This design comes from an exercise in tuning for small area and a short achievable clock period on the open sky130 flow, not from production work. Where RTL was checked, it was by simulation tests only, not by an equivalence proof against the original. For run 1, only the layout was checked, not whether the RTL still works. Power figures rest on the tool's default switching activity, not on a simulated workload.

==> design.v <==
module RF_ALU (input clk,
               input RegSet,
               input RegWrite,
               input [3:0] ALU_control,
               input [31:0] instr,
               input [31:0] Writedata,
               output reg [31:0] rd1,
               output reg [31:0] rd2,
               output [31:0] ALU_result,
               output Zero);
wire [4:0] rs1 = instr[19:15];
wire [4:0] rs2 = instr[24:20];
wire [4:0] rd  = instr[11:7];
reg        pend_v;
reg [3:0]  pend_lo;     
reg [7:0]  pend_hi;     
reg        pend_alu;
reg [4:0]  pend_rd;
reg [31:0] pend_wd;
reg [31:0] regs [1:31];
wire [31:0] wdata, fwd;
genvar m;
generate
    for (m = 0; m < 32; m = m + 1) begin : wd
        g_mux2 w (.s(pend_alu), .a(pend_wd[m]), .b(ALU_result[m]), .y(wdata[m]));
        g_mux2 f (.s(pend_alu), .a(pend_wd[m]), .b(ALU_result[m]), .y(fwd[m]));
    end
endgenerate
wire [31:0] stale;         
assign stale[0] = 1'b0;
wire [32*32-1:0] rows;     
assign rows[31:0] = fwd;
genvar r, k;
generate
    for (r = 1; r < 32; r = r + 1) begin : row
        wire we, hold;
        g_and2 w (.a(pend_lo[r % 4]), .b(pend_hi[r / 4]), .y(we));
        g_inv h (.a(we), .y(hold));
        wire [31:0] d;
        assign stale[r] = we;
        assign rows[32*r +: 32] = regs[r];
        for (k = 0; k < 32; k = k + 1) begin : bt
            g_ao22 wc (.a1(regs[r][k]), .a2(hold), .b1(wdata[k]), .b2(we), .y(d[k]));
        end
        always @(posedge clk) regs[r] <= d;
    end
endgenerate
wire pend_nz = pend_v && (pend_rd != 5'd0);
wire [31:0] sel1, sel2;
rf_dec dec1 (.rs(rs1), .stale(stale), .pv(pend_nz), .prd(pend_rd), .sel(sel1));
rf_dec dec2 (.rs(rs2), .stale(stale), .pv(pend_nz), .prd(pend_rd), .sel(sel2));
wire [31:0] a, b;
generate
    for (k = 0; k < 32; k = k + 1) begin : rdbit
        wire [31:0] col;
        for (r = 0; r < 32; r = r + 1) begin : c
            assign col[r] = rows[32*r + k];
        end
        rf_mux32 m1 (.sel(sel1), .d(col), .q(a[k]));
        rf_mux32 m2 (.sel(sel2), .d(col), .q(b[k]));
    end
endgenerate
wire op_and   = (ALU_control == 4'b0000);
wire op_or    = (ALU_control == 4'b0001);
wire op_sub   = (ALU_control == 4'b0110);
wire op_arith = (ALU_control == 4'b0010) || op_sub;
wire [31:0] aa, g0n, t0n;
generate
    for (k = 0; k < 32; k = k + 1) begin : pg
        g_xor2  x (.a(a[k]), .b(op_sub), .y(aa[k]));
        g_nand3 g (.a(aa[k]), .b(b[k]), .c(op_arith), .y(g0n[k]));
        g_nor2  t (.a(aa[k]), .b(b[k]), .y(t0n[k]));
    end
endgenerate
reg [31:0] alu_p;    
reg [31:0] alu_g;    
reg [31:2] alu_t;    
wire l1g_1;
wire l1g_2;
wire l1t_2;
wire l1g_3;
wire l1t_3;
wire l1g_4;
wire l1t_4;
wire l1g_5;
wire l1t_5;
wire l1g_6;
wire l1t_6;
wire l1g_7;
wire l1t_7;
wire l1g_8;
wire l1t_8;
wire l1g_9;
wire l1t_9;
wire l1g_10;
wire l1t_10;
wire l1g_11;
wire l1t_11;
wire l1g_12;
wire l1t_12;
wire l1g_13;
wire l1t_13;
wire l1g_14;
wire l1t_14;
wire l1g_15;
wire l1t_15;
wire l1g_16;
wire l1t_16;
wire l1g_17;
wire l1t_17;
wire l1g_18;
wire l1t_18;
wire l1g_19;
wire l1t_19;
wire l1g_20;
wire l1t_20;
wire l1g_21;
wire l1t_21;
wire l1g_22;
wire l1t_22;
wire l1g_23;
wire l1t_23;
wire l1g_24;
wire l1t_24;
wire l1g_25;
wire l1t_25;
wire l1g_26;
wire l1t_26;
wire l1g_27;
wire l1t_27;
wire l1g_28;
wire l1t_28;
wire l1g_29;
wire l1t_29;
wire l1g_30;
wire l1t_30;
wire l1g_31;
wire l1t_31;
wire n_alu_g_0;
wire l2g_2;
wire l2g_3;
wire l2g_4;
wire l2t_4;
wire l2g_5;
wire l2t_5;
wire l2g_6;
wire l2t_6;
wire l2g_7;
wire l2t_7;
wire l2g_8;
wire l2t_8;
wire l2g_9;
wire l2t_9;
wire l2g_10;
wire l2t_10;
wire l2g_11;
wire l2t_11;
wire l2g_12;
wire l2t_12;
wire l2g_13;
wire l2t_13;
wire l2g_14;
wire l2t_14;
wire l2g_15;
wire l2t_15;
wire l2g_16;
wire l2t_16;
wire l2g_17;
wire l2t_17;
wire l2g_18;
wire l2t_18;
wire l2g_19;
wire l2t_19;
wire l2g_20;
wire l2t_20;
wire l2g_21;
wire l2t_21;
wire l2g_22;
wire l2t_22;
wire l2g_23;
wire l2t_23;
wire l2g_24;
wire l2t_24;
wire l2g_25;
wire l2t_25;
wire l2g_26;
wire l2t_26;
wire l2g_27;
wire l2t_27;
wire l2g_28;
wire l2t_28;
wire l2g_29;
wire l2t_29;
wire l2g_30;
wire l2t_30;
wire l2g_31;
wire l2t_31;
wire l3g_4;
wire n_alu_g_1;
wire l3g_5;
wire l3g_6;
wire l3g_7;
wire l3g_8;
wire l3t_8;
wire l3g_9;
wire l3t_9;
wire l3g_10;
wire l3t_10;
wire l3g_11;
wire l3t_11;
wire l3g_12;
wire l3t_12;
wire l3g_13;
wire l3t_13;
wire l3g_14;
wire l3t_14;
wire l3g_15;
wire l3t_15;
wire l3g_16;
wire l3t_16;
wire l3g_17;
wire l3t_17;
wire l3g_18;
wire l3t_18;
wire l3g_19;
wire l3t_19;
wire l3g_20;
wire l3t_20;
wire l3g_21;
wire l3t_21;
wire l3g_22;
wire l3t_22;
wire l3g_23;
wire l3t_23;
wire l3g_24;
wire l3t_24;
wire l3g_25;
wire l3t_25;
wire l3g_26;
wire l3t_26;
wire l3g_27;
wire l3t_27;
wire l3g_28;
wire l3t_28;
wire l3g_29;
wire l3t_29;
wire l3g_30;
wire l3t_30;
wire l3g_31;
wire l3t_31;
wire l4g_8;
wire l4g_9;
wire n_l2g_2;
wire l4g_10;
wire n_l2g_3;
wire l4g_11;
wire l4g_12;
wire l4g_13;
wire l4g_14;
wire l4g_15;
wire l4g_16;
wire l4t_16;
wire l4g_17;
wire l4t_17;
wire l4g_18;
wire l4t_18;
wire l4g_19;
wire l4t_19;
wire l4g_20;
wire l4t_20;
wire l4g_21;
wire l4t_21;
wire l4g_22;
wire l4t_22;
wire l4g_23;
wire l4t_23;
wire l4g_24;
wire l4t_24;
wire l4g_25;
wire l4t_25;
wire l4g_26;
wire l4t_26;
wire l4g_27;
wire l4t_27;
wire l4g_28;
wire l4t_28;
wire l4g_29;
wire l4t_29;
wire l4g_30;
wire l4t_30;
wire l4g_31;
wire l4t_31;
wire l5g_16;
wire l5g_17;
wire l5g_18;
wire l5g_19;
wire n_l3g_4;
wire l5g_20;
wire n_l3g_5;
wire l5g_21;
wire n_l3g_6;
wire l5g_22;
wire n_l3g_7;
wire l5g_23;
wire l5g_24;
wire l5g_25;
wire l5g_26;
wire l5g_27;
wire l5g_28;
wire l5g_29;
wire l5g_30;
wire l5g_31;
g_oai21 p0g1 (.a1(t0n[1]), .a2(g0n[0]), .b1(g0n[1]), .y(l1g_1));
g_oai21 p0g2 (.a1(t0n[2]), .a2(g0n[1]), .b1(g0n[2]), .y(l1g_2));
g_nor2 p0t2 (.a(t0n[2]), .b(t0n[1]), .y(l1t_2));
g_oai21 p0g3 (.a1(t0n[3]), .a2(g0n[2]), .b1(g0n[3]), .y(l1g_3));
g_nor2 p0t3 (.a(t0n[3]), .b(t0n[2]), .y(l1t_3));
g_oai21 p0g4 (.a1(t0n[4]), .a2(g0n[3]), .b1(g0n[4]), .y(l1g_4));
g_nor2 p0t4 (.a(t0n[4]), .b(t0n[3]), .y(l1t_4));
g_oai21 p0g5 (.a1(t0n[5]), .a2(g0n[4]), .b1(g0n[5]), .y(l1g_5));
g_nor2 p0t5 (.a(t0n[5]), .b(t0n[4]), .y(l1t_5));
g_oai21 p0g6 (.a1(t0n[6]), .a2(g0n[5]), .b1(g0n[6]), .y(l1g_6));
g_nor2 p0t6 (.a(t0n[6]), .b(t0n[5]), .y(l1t_6));
g_oai21 p0g7 (.a1(t0n[7]), .a2(g0n[6]), .b1(g0n[7]), .y(l1g_7));
g_nor2 p0t7 (.a(t0n[7]), .b(t0n[6]), .y(l1t_7));
g_oai21 p0g8 (.a1(t0n[8]), .a2(g0n[7]), .b1(g0n[8]), .y(l1g_8));
g_nor2 p0t8 (.a(t0n[8]), .b(t0n[7]), .y(l1t_8));
g_oai21 p0g9 (.a1(t0n[9]), .a2(g0n[8]), .b1(g0n[9]), .y(l1g_9));
g_nor2 p0t9 (.a(t0n[9]), .b(t0n[8]), .y(l1t_9));
g_oai21 p0g10 (.a1(t0n[10]), .a2(g0n[9]), .b1(g0n[10]), .y(l1g_10));
g_nor2 p0t10 (.a(t0n[10]), .b(t0n[9]), .y(l1t_10));
g_oai21 p0g11 (.a1(t0n[11]), .a2(g0n[10]), .b1(g0n[11]), .y(l1g_11));
g_nor2 p0t11 (.a(t0n[11]), .b(t0n[10]), .y(l1t_11));
g_oai21 p0g12 (.a1(t0n[12]), .a2(g0n[11]), .b1(g0n[12]), .y(l1g_12));
g_nor2 p0t12 (.a(t0n[12]), .b(t0n[11]), .y(l1t_12));
g_oai21 p0g13 (.a1(t0n[13]), .a2(g0n[12]), .b1(g0n[13]), .y(l1g_13));
g_nor2 p0t13 (.a(t0n[13]), .b(t0n[12]), .y(l1t_13));
g_oai21 p0g14 (.a1(t0n[14]), .a2(g0n[13]), .b1(g0n[14]), .y(l1g_14));
g_nor2 p0t14 (.a(t0n[14]), .b(t0n[13]), .y(l1t_14));
g_oai21 p0g15 (.a1(t0n[15]), .a2(g0n[14]), .b1(g0n[15]), .y(l1g_15));
g_nor2 p0t15 (.a(t0n[15]), .b(t0n[14]), .y(l1t_15));
g_oai21 p0g16 (.a1(t0n[16]), .a2(g0n[15]), .b1(g0n[16]), .y(l1g_16));
g_nor2 p0t16 (.a(t0n[16]), .b(t0n[15]), .y(l1t_16));
g_oai21 p0g17 (.a1(t0n[17]), .a2(g0n[16]), .b1(g0n[17]), .y(l1g_17));
g_nor2 p0t17 (.a(t0n[17]), .b(t0n[16]), .y(l1t_17));
g_oai21 p0g18 (.a1(t0n[18]), .a2(g0n[17]), .b1(g0n[18]), .y(l1g_18));
g_nor2 p0t18 (.a(t0n[18]), .b(t0n[17]), .y(l1t_18));
g_oai21 p0g19 (.a1(t0n[19]), .a2(g0n[18]), .b1(g0n[19]), .y(l1g_19));
g_nor2 p0t19 (.a(t0n[19]), .b(t0n[18]), .y(l1t_19));
g_oai21 p0g20 (.a1(t0n[20]), .a2(g0n[19]), .b1(g0n[20]), .y(l1g_20));
g_nor2 p0t20 (.a(t0n[20]), .b(t0n[19]), .y(l1t_20));
g_oai21 p0g21 (.a1(t0n[21]), .a2(g0n[20]), .b1(g0n[21]), .y(l1g_21));
g_nor2 p0t21 (.a(t0n[21]), .b(t0n[20]), .y(l1t_21));
g_oai21 p0g22 (.a1(t0n[22]), .a2(g0n[21]), .b1(g0n[22]), .y(l1g_22));
g_nor2 p0t22 (.a(t0n[22]), .b(t0n[21]), .y(l1t_22));
g_oai21 p0g23 (.a1(t0n[23]), .a2(g0n[22]), .b1(g0n[23]), .y(l1g_23));
g_nor2 p0t23 (.a(t0n[23]), .b(t0n[22]), .y(l1t_23));
g_oai21 p0g24 (.a1(t0n[24]), .a2(g0n[23]), .b1(g0n[24]), .y(l1g_24));
g_nor2 p0t24 (.a(t0n[24]), .b(t0n[23]), .y(l1t_24));
g_oai21 p0g25 (.a1(t0n[25]), .a2(g0n[24]), .b1(g0n[25]), .y(l1g_25));
g_nor2 p0t25 (.a(t0n[25]), .b(t0n[24]), .y(l1t_25));
g_oai21 p0g26 (.a1(t0n[26]), .a2(g0n[25]), .b1(g0n[26]), .y(l1g_26));
g_nor2 p0t26 (.a(t0n[26]), .b(t0n[25]), .y(l1t_26));
g_oai21 p0g27 (.a1(t0n[27]), .a2(g0n[26]), .b1(g0n[27]), .y(l1g_27));
g_nor2 p0t27 (.a(t0n[27]), .b(t0n[26]), .y(l1t_27));
g_oai21 p0g28 (.a1(t0n[28]), .a2(g0n[27]), .b1(g0n[28]), .y(l1g_28));
g_nor2 p0t28 (.a(t0n[28]), .b(t0n[27]), .y(l1t_28));
g_oai21 p0g29 (.a1(t0n[29]), .a2(g0n[28]), .b1(g0n[29]), .y(l1g_29));
g_nor2 p0t29 (.a(t0n[29]), .b(t0n[28]), .y(l1t_29));
g_oai21 p0g30 (.a1(t0n[30]), .a2(g0n[29]), .b1(g0n[30]), .y(l1g_30));
g_nor2 p0t30 (.a(t0n[30]), .b(t0n[29]), .y(l1t_30));
g_oai21 p0g31 (.a1(t0n[31]), .a2(g0n[30]), .b1(g0n[31]), .y(l1g_31));
g_nor2 p0t31 (.a(t0n[31]), .b(t0n[30]), .y(l1t_31));
g_inv i_n_alu_g_0 (.a(alu_g[0]), .y(n_alu_g_0));
g_aoi21 p1g2 (.a1(alu_t[2]), .a2(n_alu_g_0), .b1(alu_g[2]), .y(l2g_2));
g_aoi21 p1g3 (.a1(alu_t[3]), .a2(alu_g[1]), .b1(alu_g[3]), .y(l2g_3));
g_aoi21 p1g4 (.a1(alu_t[4]), .a2(alu_g[2]), .b1(alu_g[4]), .y(l2g_4));
g_nand2 p1t4 (.a(alu_t[4]), .b(alu_t[2]), .y(l2t_4));
g_aoi21 p1g5 (.a1(alu_t[5]), .a2(alu_g[3]), .b1(alu_g[5]), .y(l2g_5));
g_nand2 p1t5 (.a(alu_t[5]), .b(alu_t[3]), .y(l2t_5));
g_aoi21 p1g6 (.a1(alu_t[6]), .a2(alu_g[4]), .b1(alu_g[6]), .y(l2g_6));
g_nand2 p1t6 (.a(alu_t[6]), .b(alu_t[4]), .y(l2t_6));
g_aoi21 p1g7 (.a1(alu_t[7]), .a2(alu_g[5]), .b1(alu_g[7]), .y(l2g_7));
g_nand2 p1t7 (.a(alu_t[7]), .b(alu_t[5]), .y(l2t_7));
g_aoi21 p1g8 (.a1(alu_t[8]), .a2(alu_g[6]), .b1(alu_g[8]), .y(l2g_8));
g_nand2 p1t8 (.a(alu_t[8]), .b(alu_t[6]), .y(l2t_8));
g_aoi21 p1g9 (.a1(alu_t[9]), .a2(alu_g[7]), .b1(alu_g[9]), .y(l2g_9));
g_nand2 p1t9 (.a(alu_t[9]), .b(alu_t[7]), .y(l2t_9));
g_aoi21 p1g10 (.a1(alu_t[10]), .a2(alu_g[8]), .b1(alu_g[10]), .y(l2g_10));
g_nand2 p1t10 (.a(alu_t[10]), .b(alu_t[8]), .y(l2t_10));
g_aoi21 p1g11 (.a1(alu_t[11]), .a2(alu_g[9]), .b1(alu_g[11]), .y(l2g_11));
g_nand2 p1t11 (.a(alu_t[11]), .b(alu_t[9]), .y(l2t_11));
g_aoi21 p1g12 (.a1(alu_t[12]), .a2(alu_g[10]), .b1(alu_g[12]), .y(l2g_12));
g_nand2 p1t12 (.a(alu_t[12]), .b(alu_t[10]), .y(l2t_12));
g_aoi21 p1g13 (.a1(alu_t[13]), .a2(alu_g[11]), .b1(alu_g[13]), .y(l2g_13));
g_nand2 p1t13 (.a(alu_t[13]), .b(alu_t[11]), .y(l2t_13));
g_aoi21 p1g14 (.a1(alu_t[14]), .a2(alu_g[12]), .b1(alu_g[14]), .y(l2g_14));
g_nand2 p1t14 (.a(alu_t[14]), .b(alu_t[12]), .y(l2t_14));
g_aoi21 p1g15 (.a1(alu_t[15]), .a2(alu_g[13]), .b1(alu_g[15]), .y(l2g_15));
g_nand2 p1t15 (.a(alu_t[15]), .b(alu_t[13]), .y(l2t_15));
g_aoi21 p1g16 (.a1(alu_t[16]), .a2(alu_g[14]), .b1(alu_g[16]), .y(l2g_16));
g_nand2 p1t16 (.a(alu_t[16]), .b(alu_t[14]), .y(l2t_16));
g_aoi21 p1g17 (.a1(alu_t[17]), .a2(alu_g[15]), .b1(alu_g[17]), .y(l2g_17));
g_nand2 p1t17 (.a(alu_t[17]), .b(alu_t[15]), .y(l2t_17));
g_aoi21 p1g18 (.a1(alu_t[18]), .a2(alu_g[16]), .b1(alu_g[18]), .y(l2g_18));
g_nand2 p1t18 (.a(alu_t[18]), .b(alu_t[16]), .y(l2t_18));
g_aoi21 p1g19 (.a1(alu_t[19]), .a2(alu_g[17]), .b1(alu_g[19]), .y(l2g_19));
g_nand2 p1t19 (.a(alu_t[19]), .b(alu_t[17]), .y(l2t_19));
g_aoi21 p1g20 (.a1(alu_t[20]), .a2(alu_g[18]), .b1(alu_g[20]), .y(l2g_20));
g_nand2 p1t20 (.a(alu_t[20]), .b(alu_t[18]), .y(l2t_20));
g_aoi21 p1g21 (.a1(alu_t[21]), .a2(alu_g[19]), .b1(alu_g[21]), .y(l2g_21));
g_nand2 p1t21 (.a(alu_t[21]), .b(alu_t[19]), .y(l2t_21));
g_aoi21 p1g22 (.a1(alu_t[22]), .a2(alu_g[20]), .b1(alu_g[22]), .y(l2g_22));
g_nand2 p1t22 (.a(alu_t[22]), .b(alu_t[20]), .y(l2t_22));
g_aoi21 p1g23 (.a1(alu_t[23]), .a2(alu_g[21]), .b1(alu_g[23]), .y(l2g_23));
g_nand2 p1t23 (.a(alu_t[23]), .b(alu_t[21]), .y(l2t_23));
g_aoi21 p1g24 (.a1(alu_t[24]), .a2(alu_g[22]), .b1(alu_g[24]), .y(l2g_24));
g_nand2 p1t24 (.a(alu_t[24]), .b(alu_t[22]), .y(l2t_24));
g_aoi21 p1g25 (.a1(alu_t[25]), .a2(alu_g[23]), .b1(alu_g[25]), .y(l2g_25));
g_nand2 p1t25 (.a(alu_t[25]), .b(alu_t[23]), .y(l2t_25));
g_aoi21 p1g26 (.a1(alu_t[26]), .a2(alu_g[24]), .b1(alu_g[26]), .y(l2g_26));
g_nand2 p1t26 (.a(alu_t[26]), .b(alu_t[24]), .y(l2t_26));
g_aoi21 p1g27 (.a1(alu_t[27]), .a2(alu_g[25]), .b1(alu_g[27]), .y(l2g_27));
g_nand2 p1t27 (.a(alu_t[27]), .b(alu_t[25]), .y(l2t_27));
g_aoi21 p1g28 (.a1(alu_t[28]), .a2(alu_g[26]), .b1(alu_g[28]), .y(l2g_28));
g_nand2 p1t28 (.a(alu_t[28]), .b(alu_t[26]), .y(l2t_28));
g_aoi21 p1g29 (.a1(alu_t[29]), .a2(alu_g[27]), .b1(alu_g[29]), .y(l2g_29));
g_nand2 p1t29 (.a(alu_t[29]), .b(alu_t[27]), .y(l2t_29));
g_aoi21 p1g30 (.a1(alu_t[30]), .a2(alu_g[28]), .b1(alu_g[30]), .y(l2g_30));
g_nand2 p1t30 (.a(alu_t[30]), .b(alu_t[28]), .y(l2t_30));
g_aoi21 p1g31 (.a1(alu_t[31]), .a2(alu_g[29]), .b1(alu_g[31]), .y(l2g_31));
g_nand2 p1t31 (.a(alu_t[31]), .b(alu_t[29]), .y(l2t_31));
g_oai21 p2g4 (.a1(l2t_4), .a2(alu_g[0]), .b1(l2g_4), .y(l3g_4));
g_inv i_n_alu_g_1 (.a(alu_g[1]), .y(n_alu_g_1));
g_oai21 p2g5 (.a1(l2t_5), .a2(n_alu_g_1), .b1(l2g_5), .y(l3g_5));
g_oai21 p2g6 (.a1(l2t_6), .a2(l2g_2), .b1(l2g_6), .y(l3g_6));
g_oai21 p2g7 (.a1(l2t_7), .a2(l2g_3), .b1(l2g_7), .y(l3g_7));
g_oai21 p2g8 (.a1(l2t_8), .a2(l2g_4), .b1(l2g_8), .y(l3g_8));
g_nor2 p2t8 (.a(l2t_8), .b(l2t_4), .y(l3t_8));
g_oai21 p2g9 (.a1(l2t_9), .a2(l2g_5), .b1(l2g_9), .y(l3g_9));
g_nor2 p2t9 (.a(l2t_9), .b(l2t_5), .y(l3t_9));
g_oai21 p2g10 (.a1(l2t_10), .a2(l2g_6), .b1(l2g_10), .y(l3g_10));
g_nor2 p2t10 (.a(l2t_10), .b(l2t_6), .y(l3t_10));
g_oai21 p2g11 (.a1(l2t_11), .a2(l2g_7), .b1(l2g_11), .y(l3g_11));
g_nor2 p2t11 (.a(l2t_11), .b(l2t_7), .y(l3t_11));
g_oai21 p2g12 (.a1(l2t_12), .a2(l2g_8), .b1(l2g_12), .y(l3g_12));
g_nor2 p2t12 (.a(l2t_12), .b(l2t_8), .y(l3t_12));
g_oai21 p2g13 (.a1(l2t_13), .a2(l2g_9), .b1(l2g_13), .y(l3g_13));
g_nor2 p2t13 (.a(l2t_13), .b(l2t_9), .y(l3t_13));
g_oai21 p2g14 (.a1(l2t_14), .a2(l2g_10), .b1(l2g_14), .y(l3g_14));
g_nor2 p2t14 (.a(l2t_14), .b(l2t_10), .y(l3t_14));
g_oai21 p2g15 (.a1(l2t_15), .a2(l2g_11), .b1(l2g_15), .y(l3g_15));
g_nor2 p2t15 (.a(l2t_15), .b(l2t_11), .y(l3t_15));
g_oai21 p2g16 (.a1(l2t_16), .a2(l2g_12), .b1(l2g_16), .y(l3g_16));
g_nor2 p2t16 (.a(l2t_16), .b(l2t_12), .y(l3t_16));
g_oai21 p2g17 (.a1(l2t_17), .a2(l2g_13), .b1(l2g_17), .y(l3g_17));
g_nor2 p2t17 (.a(l2t_17), .b(l2t_13), .y(l3t_17));
g_oai21 p2g18 (.a1(l2t_18), .a2(l2g_14), .b1(l2g_18), .y(l3g_18));
g_nor2 p2t18 (.a(l2t_18), .b(l2t_14), .y(l3t_18));
g_oai21 p2g19 (.a1(l2t_19), .a2(l2g_15), .b1(l2g_19), .y(l3g_19));
g_nor2 p2t19 (.a(l2t_19), .b(l2t_15), .y(l3t_19));
g_oai21 p2g20 (.a1(l2t_20), .a2(l2g_16), .b1(l2g_20), .y(l3g_20));
g_nor2 p2t20 (.a(l2t_20), .b(l2t_16), .y(l3t_20));
g_oai21 p2g21 (.a1(l2t_21), .a2(l2g_17), .b1(l2g_21), .y(l3g_21));
g_nor2 p2t21 (.a(l2t_21), .b(l2t_17), .y(l3t_21));
g_oai21 p2g22 (.a1(l2t_22), .a2(l2g_18), .b1(l2g_22), .y(l3g_22));
g_nor2 p2t22 (.a(l2t_22), .b(l2t_18), .y(l3t_22));
g_oai21 p2g23 (.a1(l2t_23), .a2(l2g_19), .b1(l2g_23), .y(l3g_23));
g_nor2 p2t23 (.a(l2t_23), .b(l2t_19), .y(l3t_23));
g_oai21 p2g24 (.a1(l2t_24), .a2(l2g_20), .b1(l2g_24), .y(l3g_24));
g_nor2 p2t24 (.a(l2t_24), .b(l2t_20), .y(l3t_24));
g_oai21 p2g25 (.a1(l2t_25), .a2(l2g_21), .b1(l2g_25), .y(l3g_25));
g_nor2 p2t25 (.a(l2t_25), .b(l2t_21), .y(l3t_25));
g_oai21 p2g26 (.a1(l2t_26), .a2(l2g_22), .b1(l2g_26), .y(l3g_26));
g_nor2 p2t26 (.a(l2t_26), .b(l2t_22), .y(l3t_26));
g_oai21 p2g27 (.a1(l2t_27), .a2(l2g_23), .b1(l2g_27), .y(l3g_27));
g_nor2 p2t27 (.a(l2t_27), .b(l2t_23), .y(l3t_27));
g_oai21 p2g28 (.a1(l2t_28), .a2(l2g_24), .b1(l2g_28), .y(l3g_28));
g_nor2 p2t28 (.a(l2t_28), .b(l2t_24), .y(l3t_28));
g_oai21 p2g29 (.a1(l2t_29), .a2(l2g_25), .b1(l2g_29), .y(l3g_29));
g_nor2 p2t29 (.a(l2t_29), .b(l2t_25), .y(l3t_29));
g_oai21 p2g30 (.a1(l2t_30), .a2(l2g_26), .b1(l2g_30), .y(l3g_30));
g_nor2 p2t30 (.a(l2t_30), .b(l2t_26), .y(l3t_30));
g_oai21 p2g31 (.a1(l2t_31), .a2(l2g_27), .b1(l2g_31), .y(l3g_31));
g_nor2 p2t31 (.a(l2t_31), .b(l2t_27), .y(l3t_31));
g_aoi21 p3g8 (.a1(l3t_8), .a2(n_alu_g_0), .b1(l3g_8), .y(l4g_8));
g_aoi21 p3g9 (.a1(l3t_9), .a2(alu_g[1]), .b1(l3g_9), .y(l4g_9));
g_inv i_n_l2g_2 (.a(l2g_2), .y(n_l2g_2));
g_aoi21 p3g10 (.a1(l3t_10), .a2(n_l2g_2), .b1(l3g_10), .y(l4g_10));
g_inv i_n_l2g_3 (.a(l2g_3), .y(n_l2g_3));
g_aoi21 p3g11 (.a1(l3t_11), .a2(n_l2g_3), .b1(l3g_11), .y(l4g_11));
g_aoi21 p3g12 (.a1(l3t_12), .a2(l3g_4), .b1(l3g_12), .y(l4g_12));
g_aoi21 p3g13 (.a1(l3t_13), .a2(l3g_5), .b1(l3g_13), .y(l4g_13));
g_aoi21 p3g14 (.a1(l3t_14), .a2(l3g_6), .b1(l3g_14), .y(l4g_14));
g_aoi21 p3g15 (.a1(l3t_15), .a2(l3g_7), .b1(l3g_15), .y(l4g_15));
g_aoi21 p3g16 (.a1(l3t_16), .a2(l3g_8), .b1(l3g_16), .y(l4g_16));
g_nand2 p3t16 (.a(l3t_16), .b(l3t_8), .y(l4t_16));
g_aoi21 p3g17 (.a1(l3t_17), .a2(l3g_9), .b1(l3g_17), .y(l4g_17));
g_nand2 p3t17 (.a(l3t_17), .b(l3t_9), .y(l4t_17));
g_aoi21 p3g18 (.a1(l3t_18), .a2(l3g_10), .b1(l3g_18), .y(l4g_18));
g_nand2 p3t18 (.a(l3t_18), .b(l3t_10), .y(l4t_18));
g_aoi21 p3g19 (.a1(l3t_19), .a2(l3g_11), .b1(l3g_19), .y(l4g_19));
g_nand2 p3t19 (.a(l3t_19), .b(l3t_11), .y(l4t_19));
g_aoi21 p3g20 (.a1(l3t_20), .a2(l3g_12), .b1(l3g_20), .y(l4g_20));
g_nand2 p3t20 (.a(l3t_20), .b(l3t_12), .y(l4t_20));
g_aoi21 p3g21 (.a1(l3t_21), .a2(l3g_13), .b1(l3g_21), .y(l4g_21));
g_nand2 p3t21 (.a(l3t_21), .b(l3t_13), .y(l4t_21));
g_aoi21 p3g22 (.a1(l3t_22), .a2(l3g_14), .b1(l3g_22), .y(l4g_22));
g_nand2 p3t22 (.a(l3t_22), .b(l3t_14), .y(l4t_22));
g_aoi21 p3g23 (.a1(l3t_23), .a2(l3g_15), .b1(l3g_23), .y(l4g_23));
g_nand2 p3t23 (.a(l3t_23), .b(l3t_15), .y(l4t_23));
g_aoi21 p3g24 (.a1(l3t_24), .a2(l3g_16), .b1(l3g_24), .y(l4g_24));
g_nand2 p3t24 (.a(l3t_24), .b(l3t_16), .y(l4t_24));
g_aoi21 p3g25 (.a1(l3t_25), .a2(l3g_17), .b1(l3g_25), .y(l4g_25));
g_nand2 p3t25 (.a(l3t_25), .b(l3t_17), .y(l4t_25));
g_aoi21 p3g26 (.a1(l3t_26), .a2(l3g_18), .b1(l3g_26), .y(l4g_26));
g_nand2 p3t26 (.a(l3t_26), .b(l3t_18), .y(l4t_26));
g_aoi21 p3g27 (.a1(l3t_27), .a2(l3g_19), .b1(l3g_27), .y(l4g_27));
g_nand2 p3t27 (.a(l3t_27), .b(l3t_19), .y(l4t_27));
g_aoi21 p3g28 (.a1(l3t_28), .a2(l3g_20), .b1(l3g_28), .y(l4g_28));
g_nand2 p3t28 (.a(l3t_28), .b(l3t_20), .y(l4t_28));
g_aoi21 p3g29 (.a1(l3t_29), .a2(l3g_21), .b1(l3g_29), .y(l4g_29));
g_nand2 p3t29 (.a(l3t_29), .b(l3t_21), .y(l4t_29));
g_aoi21 p3g30 (.a1(l3t_30), .a2(l3g_22), .b1(l3g_30), .y(l4g_30));
g_nand2 p3t30 (.a(l3t_30), .b(l3t_22), .y(l4t_30));
g_aoi21 p3g31 (.a1(l3t_31), .a2(l3g_23), .b1(l3g_31), .y(l4g_31));
g_nand2 p3t31 (.a(l3t_31), .b(l3t_23), .y(l4t_31));
g_oai21 p4g16 (.a1(l4t_16), .a2(alu_g[0]), .b1(l4g_16), .y(l5g_16));
g_oai21 p4g17 (.a1(l4t_17), .a2(n_alu_g_1), .b1(l4g_17), .y(l5g_17));
g_oai21 p4g18 (.a1(l4t_18), .a2(l2g_2), .b1(l4g_18), .y(l5g_18));
g_oai21 p4g19 (.a1(l4t_19), .a2(l2g_3), .b1(l4g_19), .y(l5g_19));
g_inv i_n_l3g_4 (.a(l3g_4), .y(n_l3g_4));
g_oai21 p4g20 (.a1(l4t_20), .a2(n_l3g_4), .b1(l4g_20), .y(l5g_20));
g_inv i_n_l3g_5 (.a(l3g_5), .y(n_l3g_5));
g_oai21 p4g21 (.a1(l4t_21), .a2(n_l3g_5), .b1(l4g_21), .y(l5g_21));
g_inv i_n_l3g_6 (.a(l3g_6), .y(n_l3g_6));
g_oai21 p4g22 (.a1(l4t_22), .a2(n_l3g_6), .b1(l4g_22), .y(l5g_22));
g_inv i_n_l3g_7 (.a(l3g_7), .y(n_l3g_7));
g_oai21 p4g23 (.a1(l4t_23), .a2(n_l3g_7), .b1(l4g_23), .y(l5g_23));
g_oai21 p4g24 (.a1(l4t_24), .a2(l4g_8), .b1(l4g_24), .y(l5g_24));
g_oai21 p4g25 (.a1(l4t_25), .a2(l4g_9), .b1(l4g_25), .y(l5g_25));
g_oai21 p4g26 (.a1(l4t_26), .a2(l4g_10), .b1(l4g_26), .y(l5g_26));
g_oai21 p4g27 (.a1(l4t_27), .a2(l4g_11), .b1(l4g_27), .y(l5g_27));
g_oai21 p4g28 (.a1(l4t_28), .a2(l4g_12), .b1(l4g_28), .y(l5g_28));
g_oai21 p4g29 (.a1(l4t_29), .a2(l4g_13), .b1(l4g_29), .y(l5g_29));
g_oai21 p4g30 (.a1(l4t_30), .a2(l4g_14), .b1(l4g_30), .y(l5g_30));
g_oai21 p4g31 (.a1(l4t_31), .a2(l4g_15), .b1(l4g_31), .y(l5g_31));
reg [1:0] zq;
assign Zero = zq[0] & zq[1];
assign ALU_result[0] = alu_p[0];
g_xnor2 s1 (.a(alu_p[1]), .b(alu_g[0]), .y(ALU_result[1]));
g_xor2 s2 (.a(alu_p[2]), .b(alu_g[1]), .y(ALU_result[2]));
g_xnor2 s3 (.a(alu_p[3]), .b(l2g_2), .y(ALU_result[3]));
g_xnor2 s4 (.a(alu_p[4]), .b(l2g_3), .y(ALU_result[4]));
g_xor2 s5 (.a(alu_p[5]), .b(l3g_4), .y(ALU_result[5]));
g_xor2 s6 (.a(alu_p[6]), .b(l3g_5), .y(ALU_result[6]));
g_xor2 s7 (.a(alu_p[7]), .b(l3g_6), .y(ALU_result[7]));
g_xor2 s8 (.a(alu_p[8]), .b(l3g_7), .y(ALU_result[8]));
g_xnor2 s9 (.a(alu_p[9]), .b(l4g_8), .y(ALU_result[9]));
g_xnor2 s10 (.a(alu_p[10]), .b(l4g_9), .y(ALU_result[10]));
g_xnor2 s11 (.a(alu_p[11]), .b(l4g_10), .y(ALU_result[11]));
g_xnor2 s12 (.a(alu_p[12]), .b(l4g_11), .y(ALU_result[12]));
g_xnor2 s13 (.a(alu_p[13]), .b(l4g_12), .y(ALU_result[13]));
g_xnor2 s14 (.a(alu_p[14]), .b(l4g_13), .y(ALU_result[14]));
g_xnor2 s15 (.a(alu_p[15]), .b(l4g_14), .y(ALU_result[15]));
g_xnor2 s16 (.a(alu_p[16]), .b(l4g_15), .y(ALU_result[16]));
g_xor2 s17 (.a(alu_p[17]), .b(l5g_16), .y(ALU_result[17]));
g_xor2 s18 (.a(alu_p[18]), .b(l5g_17), .y(ALU_result[18]));
g_xor2 s19 (.a(alu_p[19]), .b(l5g_18), .y(ALU_result[19]));
g_xor2 s20 (.a(alu_p[20]), .b(l5g_19), .y(ALU_result[20]));
g_xor2 s21 (.a(alu_p[21]), .b(l5g_20), .y(ALU_result[21]));
g_xor2 s22 (.a(alu_p[22]), .b(l5g_21), .y(ALU_result[22]));
g_xor2 s23 (.a(alu_p[23]), .b(l5g_22), .y(ALU_result[23]));
g_xor2 s24 (.a(alu_p[24]), .b(l5g_23), .y(ALU_result[24]));
g_xor2 s25 (.a(alu_p[25]), .b(l5g_24), .y(ALU_result[25]));
g_xor2 s26 (.a(alu_p[26]), .b(l5g_25), .y(ALU_result[26]));
g_xor2 s27 (.a(alu_p[27]), .b(l5g_26), .y(ALU_result[27]));
g_xor2 s28 (.a(alu_p[28]), .b(l5g_27), .y(ALU_result[28]));
g_xor2 s29 (.a(alu_p[29]), .b(l5g_28), .y(ALU_result[29]));
g_xor2 s30 (.a(alu_p[30]), .b(l5g_29), .y(ALU_result[30]));
g_xor2 s31 (.a(alu_p[31]), .b(l5g_30), .y(ALU_result[31]));
always @(posedge clk) begin
    rd1 <= a;
    rd2 <= b;
    zq[0] <= (a[15:0] == b[15:0]);
    zq[1] <= (a[31:16] == b[31:16]);
    alu_p <= op_arith ? (a ^ b) : op_and ? (a & b) : op_or ? (a | b) : ALU_result;
    alu_g[0] <= g0n[0];
    alu_g[1] <= l1g_1;
    alu_g[2] <= l1g_2;
    alu_g[3] <= l1g_3;
    alu_g[4] <= l1g_4;
    alu_g[5] <= l1g_5;
    alu_g[6] <= l1g_6;
    alu_g[7] <= l1g_7;
    alu_g[8] <= l1g_8;
    alu_g[9] <= l1g_9;
    alu_g[10] <= l1g_10;
    alu_g[11] <= l1g_11;
    alu_g[12] <= l1g_12;
    alu_g[13] <= l1g_13;
    alu_g[14] <= l1g_14;
    alu_g[15] <= l1g_15;
    alu_g[16] <= l1g_16;
    alu_g[17] <= l1g_17;
    alu_g[18] <= l1g_18;
    alu_g[19] <= l1g_19;
    alu_g[20] <= l1g_20;
    alu_g[21] <= l1g_21;
    alu_g[22] <= l1g_22;
    alu_g[23] <= l1g_23;
    alu_g[24] <= l1g_24;
    alu_g[25] <= l1g_25;
    alu_g[26] <= l1g_26;
    alu_g[27] <= l1g_27;
    alu_g[28] <= l1g_28;
    alu_g[29] <= l1g_29;
    alu_g[30] <= l1g_30;
    alu_g[31] <= l1g_31;
    alu_t[2] <= l1t_2;
    alu_t[3] <= l1t_3;
    alu_t[4] <= l1t_4;
    alu_t[5] <= l1t_5;
    alu_t[6] <= l1t_6;
    alu_t[7] <= l1t_7;
    alu_t[8] <= l1t_8;
    alu_t[9] <= l1t_9;
    alu_t[10] <= l1t_10;
    alu_t[11] <= l1t_11;
    alu_t[12] <= l1t_12;
    alu_t[13] <= l1t_13;
    alu_t[14] <= l1t_14;
    alu_t[15] <= l1t_15;
    alu_t[16] <= l1t_16;
    alu_t[17] <= l1t_17;
    alu_t[18] <= l1t_18;
    alu_t[19] <= l1t_19;
    alu_t[20] <= l1t_20;
    alu_t[21] <= l1t_21;
    alu_t[22] <= l1t_22;
    alu_t[23] <= l1t_23;
    alu_t[24] <= l1t_24;
    alu_t[25] <= l1t_25;
    alu_t[26] <= l1t_26;
    alu_t[27] <= l1t_27;
    alu_t[28] <= l1t_28;
    alu_t[29] <= l1t_29;
    alu_t[30] <= l1t_30;
    alu_t[31] <= l1t_31;
    pend_v   <= (RegWrite || RegSet) && (rd != 5'd0);
    pend_lo  <= ((RegWrite || RegSet) && (rd != 5'd0)) ? (4'd1 << rd[1:0]) : 4'd0;
    pend_hi  <= 8'd1 << rd[4:2];
    pend_alu <= RegWrite;
    pend_rd  <= rd;
    pend_wd  <= Writedata;
end
endmodule
module rf_dec (input [4:0] rs, input [31:0] stale, input pv, input [4:0] prd,
               output [31:0] sel);
wire [4:0] rn;
wire [3:0] lo_n;
wire [7:0] hi_n;
wire [4:0] x;
wire e0, e1;
genvar j;
generate
    for (j = 0; j < 5; j = j + 1) begin : iv
        g_inv i (.a(rs[j]), .y(rn[j]));
        g_xnor2 c (.a(rs[j]), .b(prd[j]), .y(x[j]));
    end
    for (j = 0; j < 4; j = j + 1) begin : lo
        g_nand2 n (.a(j & 1 ? rs[0] : rn[0]), .b(j & 2 ? rs[1] : rn[1]), .y(lo_n[j]));
    end
    for (j = 0; j < 8; j = j + 1) begin : hi
        g_nand3 n (.a(j & 1 ? rs[2] : rn[2]), .b(j & 2 ? rs[3] : rn[3]),
                   .c(j & 4 ? rs[4] : rn[4]), .y(hi_n[j]));
    end
    for (j = 1; j < 32; j = j + 1) begin : s
        g_nor3 n (.a(lo_n[j % 4]), .b(hi_n[j / 4]), .c(stale[j]), .y(sel[j]));
    end
endgenerate
g_nand3 c0 (.a(x[0]), .b(x[1]), .c(x[2]), .y(e0));
g_nand3 c1 (.a(x[3]), .b(x[4]), .c(pv), .y(e1));
g_nor2 c2 (.a(e0), .b(e1), .y(sel[0]));
endmodule
module rf_mux32 (input [31:0] sel, input [31:0] d, output q);
wire [3:0] u;
wire [1:0] v;
genvar j;
generate
    for (j = 0; j < 4; j = j + 1) begin : l1
        rf_mux8 x (.sel(sel[8*j +: 8]), .d(d[8*j +: 8]), .y(u[j]));
    end
endgenerate
g_nor2 v0 (.a(u[0]), .b(u[1]), .y(v[0]));
g_nor2 v1 (.a(u[2]), .b(u[3]), .y(v[1]));
g_nand2 o (.a(v[0]), .b(v[1]), .y(q));
endmodule
module rf_mux8 (input [7:0] sel, input [7:0] d, output y);
assign y = |(sel & d);
endmodule
module g_ao22 (input a1, input a2, input b1, input b2, output y);
assign y = (a1 & a2) | (b1 & b2);
endmodule
module g_aoi21 (input a1, input a2, input b1, output y);
assign y = ~((a1 & a2) | b1);
endmodule
module g_oai21 (input a1, input a2, input b1, output y);
assign y = ~((a1 | a2) & b1);
endmodule
module g_nand4 (input a, input b, input c, input d, output y);
assign y = ~(a & b & c & d);
endmodule
module g_nand3 (input a, input b, input c, output y);
assign y = ~(a & b & c);
endmodule
module g_nor3 (input a, input b, input c, output y);
assign y = ~(a | b | c);
endmodule
module g_mux2 (input s, input a, input b, output y);
assign y = s ? b : a;
endmodule
module g_and2 (input a, input b, output y);
assign y = a & b;
endmodule
module g_nand2 (input a, input b, output y);
assign y = ~(a & b);
endmodule
module g_nor2 (input a, input b, output y);
assign y = ~(a | b);
endmodule
module g_xor2 (input a, input b, output y);
assign y = a ^ b;
endmodule
module g_inv (input a, output y);
assign y = ~a;
endmodule
module g_xnor2 (input a, input b, output y);
assign y = ~(a ^ b);
endmodule
==> run.sh <==
#!/bin/bash
# synth_recipe.tcl (not shown) runs the flow's synth.tcl, then flattens the netlist and writes it again
# the make line also repeats each setting of config.mk as NAME=value (left out here)
make -C /OpenROAD-flow-scripts/flow DESIGN_CONFIG=/design/flow/config.mk WORK_HOME=/design/flow/orfs CLKGATE_MAP_FILE= SYNTH_SCRIPT=/design/flow/synth_recipe.tcl finish
==> config.mk <==
export PLATFORM = sky130hd
export DESIGN_NAME = RF_ALU
export DESIGN_NICKNAME = RF_ALU
export VERILOG_FILES = /design/flow/design.v
export SDC_FILE = /design/flow/constraint.sdc
export NUM_CORES = 8
export LEC_CHECK = 0
export CAP_MARGIN = 20
export CORE_MARGIN = 2
export CORE_UTILIZATION = 40
export CTS_BUF_LIST = sky130_fd_sc_hd__clkbuf_8
export CTS_CLUSTER_SIZE = 20
export SETUP_SLACK_MARGIN = 5
export SLEW_MARGIN = 20
export SYNTH_HIERARCHICAL = 1
==> constraint.sdc <==
create_clock -name core_clock -period 9.0 [get_ports {clk}]
set_input_delay 1.8000 -clock core_clock [delete_from_list [all_inputs] [get_ports {clk}]]
set_output_delay 1.8000 -clock core_clock [all_outputs]
set_load 0.01 [all_outputs]
==> summary.md, run 1 <==
| Metric | Value |
|---|---|
| Status | no timing/DRC/antenna violations |
| Final setup viols | 0 |
| Leak Pwr | 23.5 nW |
| Slowest stage delay, CP | 0.44 ns |
| Worst setup endpoint | zq[1]$_DFF_P_ |
| Layout Skew | 0.0473 ns |
| Root Driver | clkbuf_8 |
| Largest net degree at the start of global routing | 96 |
| Count of nets after finishing | 5314 |
| Worst-path cell chain | clkbuf_4 > clkinvlp_4 > nand2_8 > nor3_4 > buf_6 > a22oi_1 > nand4_1 > nor2_2 > nand2_1 > inv_1 > ha_1 > nor4_2 > and4_1 |
| Starting Density | 0.404 |
| R2r worst-path depth | 13 |
| TritonRoute pass-1 iters | 7 |
| Share of layout cells above drive strength 1 | 0.206 |
| # port buffers | 150 |
| Final setup margin | 4.76 ns |
| Warning count from the yosys run | 9 |
| GRT overflow | 0 |
| Pre-CTS setup slack | 2.34 ns |
| DP Wirelength | 134000 um |
| First-pass GRT wire length | 320000 um |
| Peak supply drop | 168 uV |
| Vias | 47800 |
| Net Count, Synth | 4728 |
| Syn Std Cell Area | 49300 um^2 |
| Worst slew margin | 0.312 |
| Wire per inst | 32.8 um |
| Antenna violations before repair | 9 |
| FMAX | 236 MHz |
| Layout area overhead | 24.8% |
| H-Tree Depth | 4 |
| Die area | 126000 um^2 |
| Avg Cell Area, Syn | 10.7 um^2 |
| Maxcap violations | 0 |
| Initial DRC Count | 7324 |
| Startpoint types | primary input |
| Worst EP arrival | 5.09 ns |
| CP endpoint kind | flip-flop |
| I/O pins | 168 |
| Crit Path Max Fanout | 32 |
| Cts hold-fix bufs | 0 |
| Fin. Hold Viols | 0 |
| GR Util All Layers | 0.346 |
| RSZ-0062 raised after global routing | yes |
| Cells after synthesis | 4593 |
| Flop-to-flop setup slack | 4.90 ns |
| Hold Crit Class | flip-flop to flip-flop |
| CTS Buf Count | 200 |
| DRC Markers | 0 |
| Data required time of the critical path | 9.84 ns |
| Die Width | 355 um |
| Final RePlAce weighted congestion | 0.991 |
| Drt via density | 6.87 |
| Vias in the first global route | 44200 |
| Tcrit/Tclk final | 0.472 |
| Core area | 122000 um^2 |
| CTS Buffer Depth | 3 |
| Power Dens Cells | 283 nW/um^2 |
| Die Ht | 355 um |
| Fin Setup TNS | 0 ns |
| Critical path type | primary input to flip-flop |
| FP Rows | 128 |
| Fin cells | 6957 |
| Placed instance count | 6485 |
| Critical R2R Launch | pend_lo[0]$_SDFF_PP0_ |
| Final min period | 4.24 ns |
| Skew-Pair Late Insertion Delay | 0.92 ns |
| CTS tree | done |
| Worst-margin pin slew | 1.03 ns |
| Post-Route WL | 228000 um |
| Crit path from | instr[21] |
| Slowest-stage cell, CP | nor2_2 |
| Worst r2r dst | zq[1]$_DFF_P_ |
| Clk pin slew, worst setup/hold paths | 0.06 ns |
| Tot Pwr | 17.4 mW |
| Clock Sinks | 1201 |
| Remaining antenna violation count | 0 |
| Slew Limit Fails | 0 |
==> registers in the layout, summed over array words and instances (netlist names) <==
name	cells
regs	992
alu_p	32
pend_wd	32
rd1	32
rd2	32
alu_g	31
alu_t	29
pend_hi	8
pend_rd	5
pend_lo	4
zq	2
pend_alu	1
pend_v	1
==> worst max-delay path, delay by kind of cell <==
family | cells | cell delay (ns)
fa+ha+maj | 1 | 0.26
simple gates | 7 | 1.92
compound gates | 1 | 0.25
buf+inv | 4 | 0.81
==> worst min path at each step <==
| stage | startpoint | to | slack [ns] | depth (start not counted) |
|---|---|---|---|---|
| 2_1_floorplan | regs[10][10]$_DFF_P_ | regs[10][10]$_DFF_P_ | 0.48 | 1 |
| 3_3_place_gp | regs[5][29]$_DFF_P_ | regs[5][29]$_DFF_P_ | 0.49 | 1 |
| 3_5_place_dp | regs[26][18]$_DFF_P_ | regs[26][18]$_DFF_P_ | 0.50 | 1 |
| 4_1_cts | regs[31][20]$_DFF_P_ | regs[31][20]$_DFF_P_ | 0.51 | 1 |
| 5_1_grt | regs[28][16]$_DFF_P_ | regs[28][16]$_DFF_P_ | 0.52 | 1 |
| 6_report | regs[23][27]$_DFF_P_ | regs[23][27]$_DFF_P_ | 0.51 | 1 |
==> placed cells by master (no fill, tap or decap), drive strengths merged, types with 21 or more instances in the layout <==
master	instances
dfxtp	1200
a22oi	1024
a22o	993
buf	289
nor2	276
nand4	256
clkbuf	252
inv	163
nand2	145
clkdlybuf4s50	110
o21ai	72
ha	64
mux2	64
nor3	64
a21oi	53
nand3	51
xor2	51
and2	33
and3	32
o41ai	31
clkinv	27
xnor2	21
==> layout make-up <==
class | count | area, um^2
Antenna cell | 5 | 12.5
Inverter | 114 | 473
Timing Repair Buffer | 405 | 3680
Clock inverter | 103 | 732
Multi-Input combinational cell | 3257 | 27000
Clock buffer | 247 | 3400
Fill cell | 11000 | 60600
Tap cell | 1625 | 2030
Sequential cell | 1201 | 24100
==> metrics by stage <==
step                instance area [um^2]  hold slack (ns)   util
floorplan                          49900            0.478      -
global placement                   54400            0.489  0.446
detailed placement                 54400            0.495  0.446
CTS                                60700            0.509  0.498
global route                       61500            0.523  0.504
finish                             61500            0.510  0.504
==> timing repair <==
action                     4_1_cts  5_1_grt
setup buffers                   76       41
resized for setup              564      102
pin swaps                      108       82
gates cloned                     0        0
setup endpoints to repair      189      113
==> routing by layer <==
layer	wire (um)	part of all wire	global-route usage
met4	13400	0.059	0.195
met3	32000	0.14	0.140
met2	93200	0.41	0.480
met5	12	0.000053	0
met1	89600	0.39	0.452
==> power by group <==
part	leakage (nW)	internal, mW	switching, mW	total, mW
Sequential	10.0	6.85	1.21	8.06
Combinational	11.1	1.97	2.29	4.26
Clock	2.34	2.72	2.33	5.06
Total	23.5	11.5	5.82	17.4
==> inputs of run 2 (changes only) <==
--- a/design.v
+++ b/design.v
@@ -12,30 +12,20 @@
 wire [4:0] rs2 = instr[24:20];
 wire [4:0] rd  = instr[11:7];
 reg        pend_v;
-reg [3:0]  pend_lo;     
-reg [7:0]  pend_hi;     
 reg        pend_alu;
 reg [4:0]  pend_rd;
 reg [31:0] pend_wd;
 reg [31:0] regs [1:31];
-wire [31:0] wdata, fwd;
-genvar m;
-generate
-    for (m = 0; m < 32; m = m + 1) begin : wd
-        g_mux2 w (.s(pend_alu), .a(pend_wd[m]), .b(ALU_result[m]), .y(wdata[m]));
-        g_mux2 f (.s(pend_alu), .a(pend_wd[m]), .b(ALU_result[m]), .y(fwd[m]));
-    end
-endgenerate
+wire [31:0] wdata = pend_alu ? ALU_result : pend_wd;
 wire [31:0] stale;         
 assign stale[0] = 1'b0;
 wire [32*32-1:0] rows;     
-assign rows[31:0] = fwd;
+assign rows[31:0] = wdata;
 genvar r, k;
 generate
     for (r = 1; r < 32; r = r + 1) begin : row
-        wire we, hold;
-        g_and2 w (.a(pend_lo[r % 4]), .b(pend_hi[r / 4]), .y(we));
-        g_inv h (.a(we), .y(hold));
+        wire we   = pend_v && (pend_rd == r);
+        wire hold = !we;
         wire [31:0] d;
         assign stale[r] = we;
         assign rows[32*r +: 32] = regs[r];
@@ -545,8 +535,29 @@
 g_oai21 p4g29 (.a1(l4t_29), .a2(l4g_13), .b1(l4g_29), .y(l5g_29));
 g_oai21 p4g30 (.a1(l4t_30), .a2(l4g_14), .b1(l4g_30), .y(l5g_30));
 g_oai21 p4g31 (.a1(l4t_31), .a2(l4g_15), .b1(l4g_31), .y(l5g_31));
-reg [1:0] zq;
-assign Zero = zq[0] & zq[1];
+reg [1:0] nzq;
+g_nor2 zr (.a(nzq[0]), .b(nzq[1]), .y(Zero));
+wire [31:0] ab_x;
+wire [15:0] ab_o1;
+wire [7:0] ab_o2;
+wire [3:0] ab_o3;
+wire ne_lo, ne_hi;
+generate
+    for (k = 0; k < 32; k = k + 1) begin : zx
+        g_xor2 x (.a(a[k]), .b(b[k]), .y(ab_x[k]));
+    end
+    for (k = 0; k < 16; k = k + 1) begin : z1
+        g_nor2 o (.a(ab_x[2*k]), .b(ab_x[2*k+1]), .y(ab_o1[k]));
+    end
+    for (k = 0; k < 8; k = k + 1) begin : z2
+        g_nand2 o (.a(ab_o1[2*k]), .b(ab_o1[2*k+1]), .y(ab_o2[k]));
+    end
+    for (k = 0; k < 4; k = k + 1) begin : z3
+        g_nor2 o (.a(ab_o2[2*k]), .b(ab_o2[2*k+1]), .y(ab_o3[k]));
+    end
+endgenerate
+g_nand2 z4l (.a(ab_o3[0]), .b(ab_o3[1]), .y(ne_lo));
+g_nand2 z4h (.a(ab_o3[2]), .b(ab_o3[3]), .y(ne_hi));
 assign ALU_result[0] = alu_p[0];
 g_xnor2 s1 (.a(alu_p[1]), .b(alu_g[0]), .y(ALU_result[1]));
 g_xor2 s2 (.a(alu_p[2]), .b(alu_g[1]), .y(ALU_result[2]));
@@ -582,8 +593,7 @@
 always @(posedge clk) begin
     rd1 <= a;
     rd2 <= b;
-    zq[0] <= (a[15:0] == b[15:0]);
-    zq[1] <= (a[31:16] == b[31:16]);
+    nzq <= {ne_hi, ne_lo};
     alu_p <= op_arith ? (a ^ b) : op_and ? (a & b) : op_or ? (a | b) : ALU_result;
     alu_g[0] <= g0n[0];
     alu_g[1] <= l1g_1;
@@ -648,8 +658,6 @@
     alu_t[30] <= l1t_30;
     alu_t[31] <= l1t_31;
     pend_v   <= (RegWrite || RegSet) && (rd != 5'd0);
-    pend_lo  <= ((RegWrite || RegSet) && (rd != 5'd0)) ? (4'd1 << rd[1:0]) : 4'd0;
-    pend_hi  <= 8'd1 << rd[4:2];
     pend_alu <= RegWrite;
     pend_rd  <= rd;
     pend_wd  <= Writedata;
@@ -717,12 +725,6 @@
 module g_nor3 (input a, input b, input c, output y);
 assign y = ~(a | b | c);
 endmodule
-module g_mux2 (input s, input a, input b, output y);
-assign y = s ? b : a;
-endmodule
-module g_and2 (input a, input b, output y);
-assign y = a & b;
-endmodule
 module g_nand2 (input a, input b, output y);
 assign y = ~(a & b);
 endmodule
==> flow/run.sh (new file) <==
#!/bin/bash
# Own layout flow: the standard flow (standard.sh, standard synthesis
# unchanged) with two changes to how the layout is made:
#  - port buffers are sky130_fd_sc_hd__buf_2 (timing repair resizes them),
#  - timing repair may change a cell's footprint in every step.
set -euo pipefail
export SETUP_SLACK_MARGIN=5
export BUFFER_PORTS_ARGS="-buffer_cell sky130_fd_sc_hd__buf_2"
sed 's|"\${@:-finish}"|MATCH_CELL_FOOTPRINT=0 "${@:-finish}"|' standard.sh > standard_own.sh
grep -q 'MATCH_CELL_FOOTPRINT=0' standard_own.sh
bash standard_own.sh > standard_flow.log 2>&1
==> standard.sh (new file) <==
#!/bin/bash
# synth_recipe.tcl (not shown) runs the flow's synth.tcl, then flattens the netlist and writes it again
# the make line also repeats each setting of config.mk as NAME=value (left out here)
make -C /OpenROAD-flow-scripts/flow DESIGN_CONFIG=/design/flow/config.mk WORK_HOME=/design/flow/orfs CLKGATE_MAP_FILE= SYNTH_SCRIPT=/design/flow/synth_recipe.tcl "${@:-finish}"
--- a/config.mk
+++ b/config.mk
@@ -8,8 +8,7 @@
 export CAP_MARGIN = 20
 export CORE_MARGIN = 2
 export CORE_UTILIZATION = 40
-export CTS_BUF_LIST = sky130_fd_sc_hd__clkbuf_8
-export CTS_CLUSTER_SIZE = 20
-export SETUP_SLACK_MARGIN = 5
+export CTS_CLUSTER_DIAMETER = 80
+export CTS_CLUSTER_SIZE = 24
 export SLEW_MARGIN = 20
 export SYNTH_HIERARCHICAL = 1
removed: run.sh
==> summary.md, run 2 <==
| Metric | Value |
|---|---|
| CTS Buf Count | 58 |
| Hold Slack | 0.515 ns |
| Fin. Hold Viols | 0 |
| Clock Sinks | 1189 |
| GRT busiest layer | met2 |
| Initial DRC Count | 7583 |
| Core area | 121000 um^2 |
| Psw | 5.12 mW |
| CP endpoint kind | flip-flop |
| GR Util All Layers | 0.342 |
| Worst slew margin | 0.207 |
| Remaining antenna violation count | 0 |
| Cts hold-fix bufs | 0 |
| Maxcap violations | 0 |
| CTS Buffer Depth | 3 |
| Max reg flops | 992 |
| Fin Setup TNS | 0 ns |
| Sw Ratio | 0.344 |
| FMAX | 245 MHz |
| Drt via density | 7.14 |
| DP Wirelength | 128000 um |
| Vias in the first global route | 44800 |
| Tcrit/Tclk final | 0.453 |
| Layout area overhead | 17.7% |
| Wire per inst | 33.7 um |
| Fin cells | 6689 |
| Reg power frac | 0.535 |
| Starting Density | 0.402 |
| Data required time of the critical path | 9.55 ns |
| Skew-Pair Late Insertion Delay | 0.74 ns |
| Worst-margin pin slew | 1.19 ns |
| Clk pin slew, worst setup/hold paths | 0.09 ns |
| Placed instance count | 6531 |
| Met1 Use GR | 0.447 |
| Commonest non-fill, non-tap cell in the layout | dfxtp_1 |
| Final setup viols | 0 |
| Met2 usage | 0.498 |
| Vias | 47800 |
| First-pass GRT wire length | 317000 um |
| Root Driver | clkbuf_16 |
| Die area | 125000 um^2 |
| Hold Crit Class | flip-flop to flip-flop |
| I/O pins | 168 |
| Die Width | 353 um |
| Share of layout cells above drive strength 1 | 0.186 |
| Power Dens Cells | 259 nW/um^2 |
| TritonRoute pass-1 iters | 7 |
| Avg Cell Area, Syn | 10.5 um^2 |
| Net Count, Synth | 4764 |
| Combinational Power Share | 0.257 |
| Post-Route WL | 226000 um |
| Die Ht | 353 um |
| GRT overflow | 0 |
| Worst EP arrival | 4.63 ns |
| Cell Int Power | 9.77 mW |
| CTS tree | done |
| Most frequent cells in the layout | 1157 x dfxtp_1, 1022 x a22oi_1, 993 x a22o_1 |
| Startpoint types | primary input |
| H-Tree Depth | 2 |
| Clock power share | 0.208 |
| RSZ-0062 raised after global routing | yes |
| Peak supply drop | 186 uV |
| Leak Pwr | 21.4 nW |
| Layout Skew | 0.0402 ns |
| Warning count from the yosys run | 9 |
| Met3 Resource Use GR | 0.123 |
| Final RePlAce weighted congestion | 0.909 |
| Status | no timing/DRC/antenna violations |
| Crit Path Max Fanout | 27 |
| Count of nets after finishing | 5180 |
| Final min period | 4.08 ns |
| DRC Markers | 0 |
| Critical path type | primary input to flip-flop |
| Antenna violations before repair | 6 |
| # port buffers | 150 |
| Biggest register | regs |
| Syn Std Cell Area | 48800 um^2 |
| Largest net degree at the start of global routing | 95 |
| Cells after synthesis | 4629 |
| Slew Limit Fails | 0 |
| FP Rows | 128 |
## run 2: area by class of cell
cell class,instances,area (um^2)
tap,1625,2030
inverter,87,367
fill,11400,64000
antenna,4,10.0
timing repair buffer,387,3080
clock buffer,65,1570
multi-input combinational,3322,26400
clock inverter,10,103
sequential,1189,23900
## run 2: timing repair
action / in CTS / in global routing
endpoints found under the hold margin: 0 / 0
pin swaps: 55 / 46
setup buffers: 58 / 21
gates resized for setup: 199 / 194
setup endpoints to repair: 182 / 114
## run 2: layer usage
| layer | vias to the layer above | share of wire |
|---|---|---|
| li1 | 19700 | - |
| met1 | 23500 | 0.39 |
| met2 | 3745 | 0.42 |
| met3 | 817 | 0.14 |
| met4 | 12 | 0.053 |
| met5 | - | 0.0011 |
## run 2: path summary, 6_finish.rpt
kind,from,endpoint,slack (ns),depth (start not counted)
hold / removal,regs[4][2]$_DFF_P_,regs[4][2]$_DFF_P_,0.51,1
setup / recovery,instr[15],alu_p[23]$_DFF_P_,4.92,13
hold reg to reg,regs[4][2]$_DFF_P_,regs[4][2]$_DFF_P_,0.51,1
setup reg to reg,pend_v$_DFF_P_,alu_p[23]$_DFF_P_,4.96,14
## run 2: critical path: stages
cell        delay, ns
buf_2            0.28
clkinvlp_4       0.25
nand2_4          0.26
nor3_4           0.10
buf_8            0.22
a22oi_1          0.19
nand4_1          0.25
nor2_2           0.50
nand2_2          0.25
inv_1            0.11
ha_1             0.23
nand2_1          0.06
o41ai_1          0.10
## run 2: stage by stage
| step | power [mW] | cell area, um^2 | utilization | setup slack (ns) |
|---|---|---|---|---|
| finish | 14.9 | 57400 | 0.473 | 4.92 |
| global route | 15.4 | 57400 | 0.473 | 4.90 |
| CTS | 14.6 | 56500 | 0.465 | 4.90 |
| detailed placement | 11.5 | 53500 | 0.441 | 3.56 |
| global placement | 11.4 | 53500 | 0.441 | 3.63 |
| floorplan | 10.1 | 49100 | - | 4.68 |
## run 2: power groups by stage
stage | clock (mW) | sequential, mW | combinational [mW]
final | 3.10 | 7.96 | 3.83
after global routing | 3.27 | 8.12 | 4.04
after CTS | 3.09 | 7.87 | 3.66
after detailed placement | 0 | 7.96 | 3.57
after global placement | 0 | 7.91 | 3.50
after floorplan | 0 | 7.75 | 2.38
==> inputs of run 3 (changes only) <==
==> run.sh (new file) <==
#!/bin/bash
# synth_recipe.tcl (not shown) runs the flow's synth.tcl, then flattens the netlist and writes it again
# the make line also repeats each setting of config.mk as NAME=value (left out here)
make -C /OpenROAD-flow-scripts/flow DESIGN_CONFIG=/design/flow/config.mk WORK_HOME=/design/flow/orfs CLKGATE_MAP_FILE= SYNTH_SCRIPT=/design/flow/synth_recipe.tcl finish
--- a/config.mk
+++ b/config.mk
@@ -8,7 +8,8 @@
 export CAP_MARGIN = 20
 export CORE_MARGIN = 2
 export CORE_UTILIZATION = 40
-export CTS_CLUSTER_DIAMETER = 80
-export CTS_CLUSTER_SIZE = 24
+export CTS_CLUSTER_DIAMETER = 90
+export CTS_CLUSTER_SIZE = 28
+export SETUP_SLACK_MARGIN = 5
 export SLEW_MARGIN = 20
 export SYNTH_HIERARCHICAL = 1
removed: flow/run.sh
removed: standard.sh
==> summary.md, run 3 <==
| Metric | Value |
|---|---|
| Drt via density | 7.11 |
| Crit Path Max Fanout | 3 |
| Final setup margin | 4.97 ns |
| Startpoint types | flip-flop |
| TritonRoute pass-1 iters | 9 |
| Cells after synthesis | 4629 |
| FMAX | 248 MHz |
| Antenna violations before repair | 4 |
| Clk pin slew, worst setup/hold paths | 0.11 ns |
| Finished Cell Area | 58200 um^2 |
| Initial DRC Count | 7390 |
| Worst r2r dst | alu_g[22]$_DFF_P_ |
| Maxcap violations | 0 |
| Vias in the first global route | 45000 |
| # port buffers | 150 |
| Leak Pwr | 21.4 nW |
| Pre-CTS setup slack | 2.80 ns |
| Remaining antenna violation count | 0 |
| Hold Crit Class | flip-flop to flip-flop |
| Peak supply drop | 183 uV |
| Count of nets after finishing | 5176 |
| Critical path type | flip-flop to primary output |
| Root Driver | clkbuf_16 |
| Fin. Hold Viols | 0 |
| Fill count | 11400 |
| I/O pins | 168 |
| CP endpoint kind | primary output |
| Syn Std Cell Area | 48800 um^2 |
| Cts hold-fix bufs | 0 |
| Die Ht | 353 um |
| Layout area overhead | 19.4% |
| CTS Buf Count | 51 |
| Critical R2R Launch | pend_v$_DFF_P_ |
| CTS tree | done |
| R2r worst-path depth | 13 |
| Worst EP arrival | 2.23 ns |
| RSZ-0062 raised after global routing | yes |
| Status | no timing/DRC/antenna violations |
| Final setup viols | 0 |
| Avg Cell Area, Syn | 10.5 um^2 |
| First-pass GRT wire length | 318000 um |
| DP Wirelength | 129000 um |
| Hold Slack | 0.521 ns |
| Worst Hold End | regs[7][14]$_DFF_P_ |
| Wire per inst | 33.7 um |
| Max reg flops | 992 |
| Flop-to-flop setup slack | 5.02 ns |
| Largest net degree at the start of global routing | 75 |
| Slew Limit Fails | 0 |
| Post-Route WL | 226000 um |
| Layout Skew | 0.0277 ns |
| Die Width | 353 um |
| Warning count from the yosys run | 9 |
| FP Rows | 128 |
| H-Tree Depth | 2 |
| Vias | 47500 |
| GRT overflow | 0 |
| Most frequent cells in the layout | 1150 x dfxtp_1, 1024 x a22oi_1, 993 x a22o_1 |
| Post-placement cell area | 54300 um^2 |
| Data required time of the critical path | 7.20 ns |
| GR Util All Layers | 0.342 |
| Net Count, Synth | 4764 |
| Core area | 121000 um^2 |
| Die area | 125000 um^2 |
| Commonest non-fill, non-tap cell in the layout | dfxtp_1 |
| Final core occ | 0.480 |
| Hold path depth | 1 |
| Tcrit/Tclk final | 0.448 |
| DRC Markers | 0 |
| Starting Density | 0.402 |
| Crit path from | alu_t[0]$_DFF_P_ |
| Skew-Pair Late Insertion Delay | 0.73 ns |
| Worst-margin pin slew | 1.09 ns |
| Final RePlAce weighted congestion | 0.930 |
| Share of layout cells above drive strength 1 | 0.166 |
| Final min period | 4.03 ns |
| Fin Setup TNS | 0 ns |
| Biggest register | regs |
| Power Dens Cells | 258 nW/um^2 |
| Worst slew margin | 0.274 |
| Hold Path Origin | regs[7][14]$_DFF_P_ |
| Clock Sinks | 1189 |
| CTS Buffer Depth | 3 |
## run 3: worst max-delay path, cell delays in order (launching register included)
cell	delay (ns)
dfxtp_2	0.39
nand2_2	0.10
o21ai_4	0.23
a21oi_4	0.09
buf_6	0.12
o21ai_4	0.21
xor2_2	0.18
buf_2	0.17
## run 3: layout make-up
class                      count  area, um^2  share of cell area
clock buffer                  60        1390              0.0239
antenna                        1        2.50           0.0000430
inverter                      87         367             0.00629
clock inverter                11         180             0.00309
timing repair buffer         390        3790              0.0652
multi-input combinational   3322       26600               0.457
tap                         1625        2030              0.0349
sequential                  1189       23900               0.410
## run 3: routing by layer
layer,track usage,up-vias,share of wire
li1,-,19700,-
met1,0.445,23400,0.39
met2,0.511,3637,0.42
met3,0.112,768,0.14
met4,0.158,0,0.049
met5,0,-,0
## run 3: what timing repair did
action                     in CTS  in global routing
setup endpoints to repair     189                117
gates resized for setup       410                198
hold endpoints to repair        0                  0
gates cloned                    0                  1
pin swaps                      69                 46
setup buffers                  64                 16
## run 3: through the flow
stage	power [mW]	std cells
floorplan	10.1	4629
global placement	11.6	6532
detailed placement	11.7	6532
CTS	14.8	6667
global route	15.6	6684
finish	15.0	6685
## run 3: worst max path at each step
stage	slack, ns	endpoint
2_1_floorplan	4.68	alu_p[0]$_DFFE_PP_
4_1_cts	4.85	alu_p[11]$_DFF_P_
6_report	4.97	ALU_result[29]
3_5_place_dp	2.80	alu_p[11]$_DFF_P_
5_1_grt	4.91	ALU_result[29]
3_3_place_gp	2.81	alu_p[11]$_DFF_P_
## run 3: where the power goes
| part | switching [mW] | leakage (nW) | internal (mW) |
|---|---|---|---|
| Combinational | 2.14 | 10.7 | 1.87 |
| Clock | 1.82 | 0.768 | 1.21 |
| Sequential | 1.19 | 9.92 | 6.79 |

## what the ideal ports hide
No port has a modelled driver above. Below, the same layouts with a new extraction and two added sets of constraints.
Step 1 (the two cells are an assumption about what drives the block):
set clk [get_ports {clk}]
set_driving_cell -lib_cell sky130_fd_sc_hd__clkbuf_16 $clk
set_driving_cell -lib_cell sky130_fd_sc_hd__buf_2 [delete_from_list [all_inputs] $clk]
Step 2, shift: input delay + t, output delay - t, t = (earliest + latest rising clock arrival at the registers) / 2. This alone moves slack from input paths to output paths.
Slacks: no drivers / after step 1 / after step 2; pairs: no drivers / after step 1.
run	t (ns)	setup slack, ns	latest minus earliest clock arrival (ns)	worst register clock-pin slew, ns
run 1	0.976	4.755 / 4.689 / 3.823	0.053 / 0.053	0.07 / 0.07
run 2	0.796	4.920 / 4.847 / 4.050	0.041 / 0.041	0.11 / 0.11
run 3	0.794	4.968 / 4.896 / 4.231	0.037 / 0.036	0.12 / 0.12
After both steps every run listed still meets setup and hold. The setup slack of run 1, which loses most, moves by -0.066 ns with the drivers and by -0.932 ns with both steps.
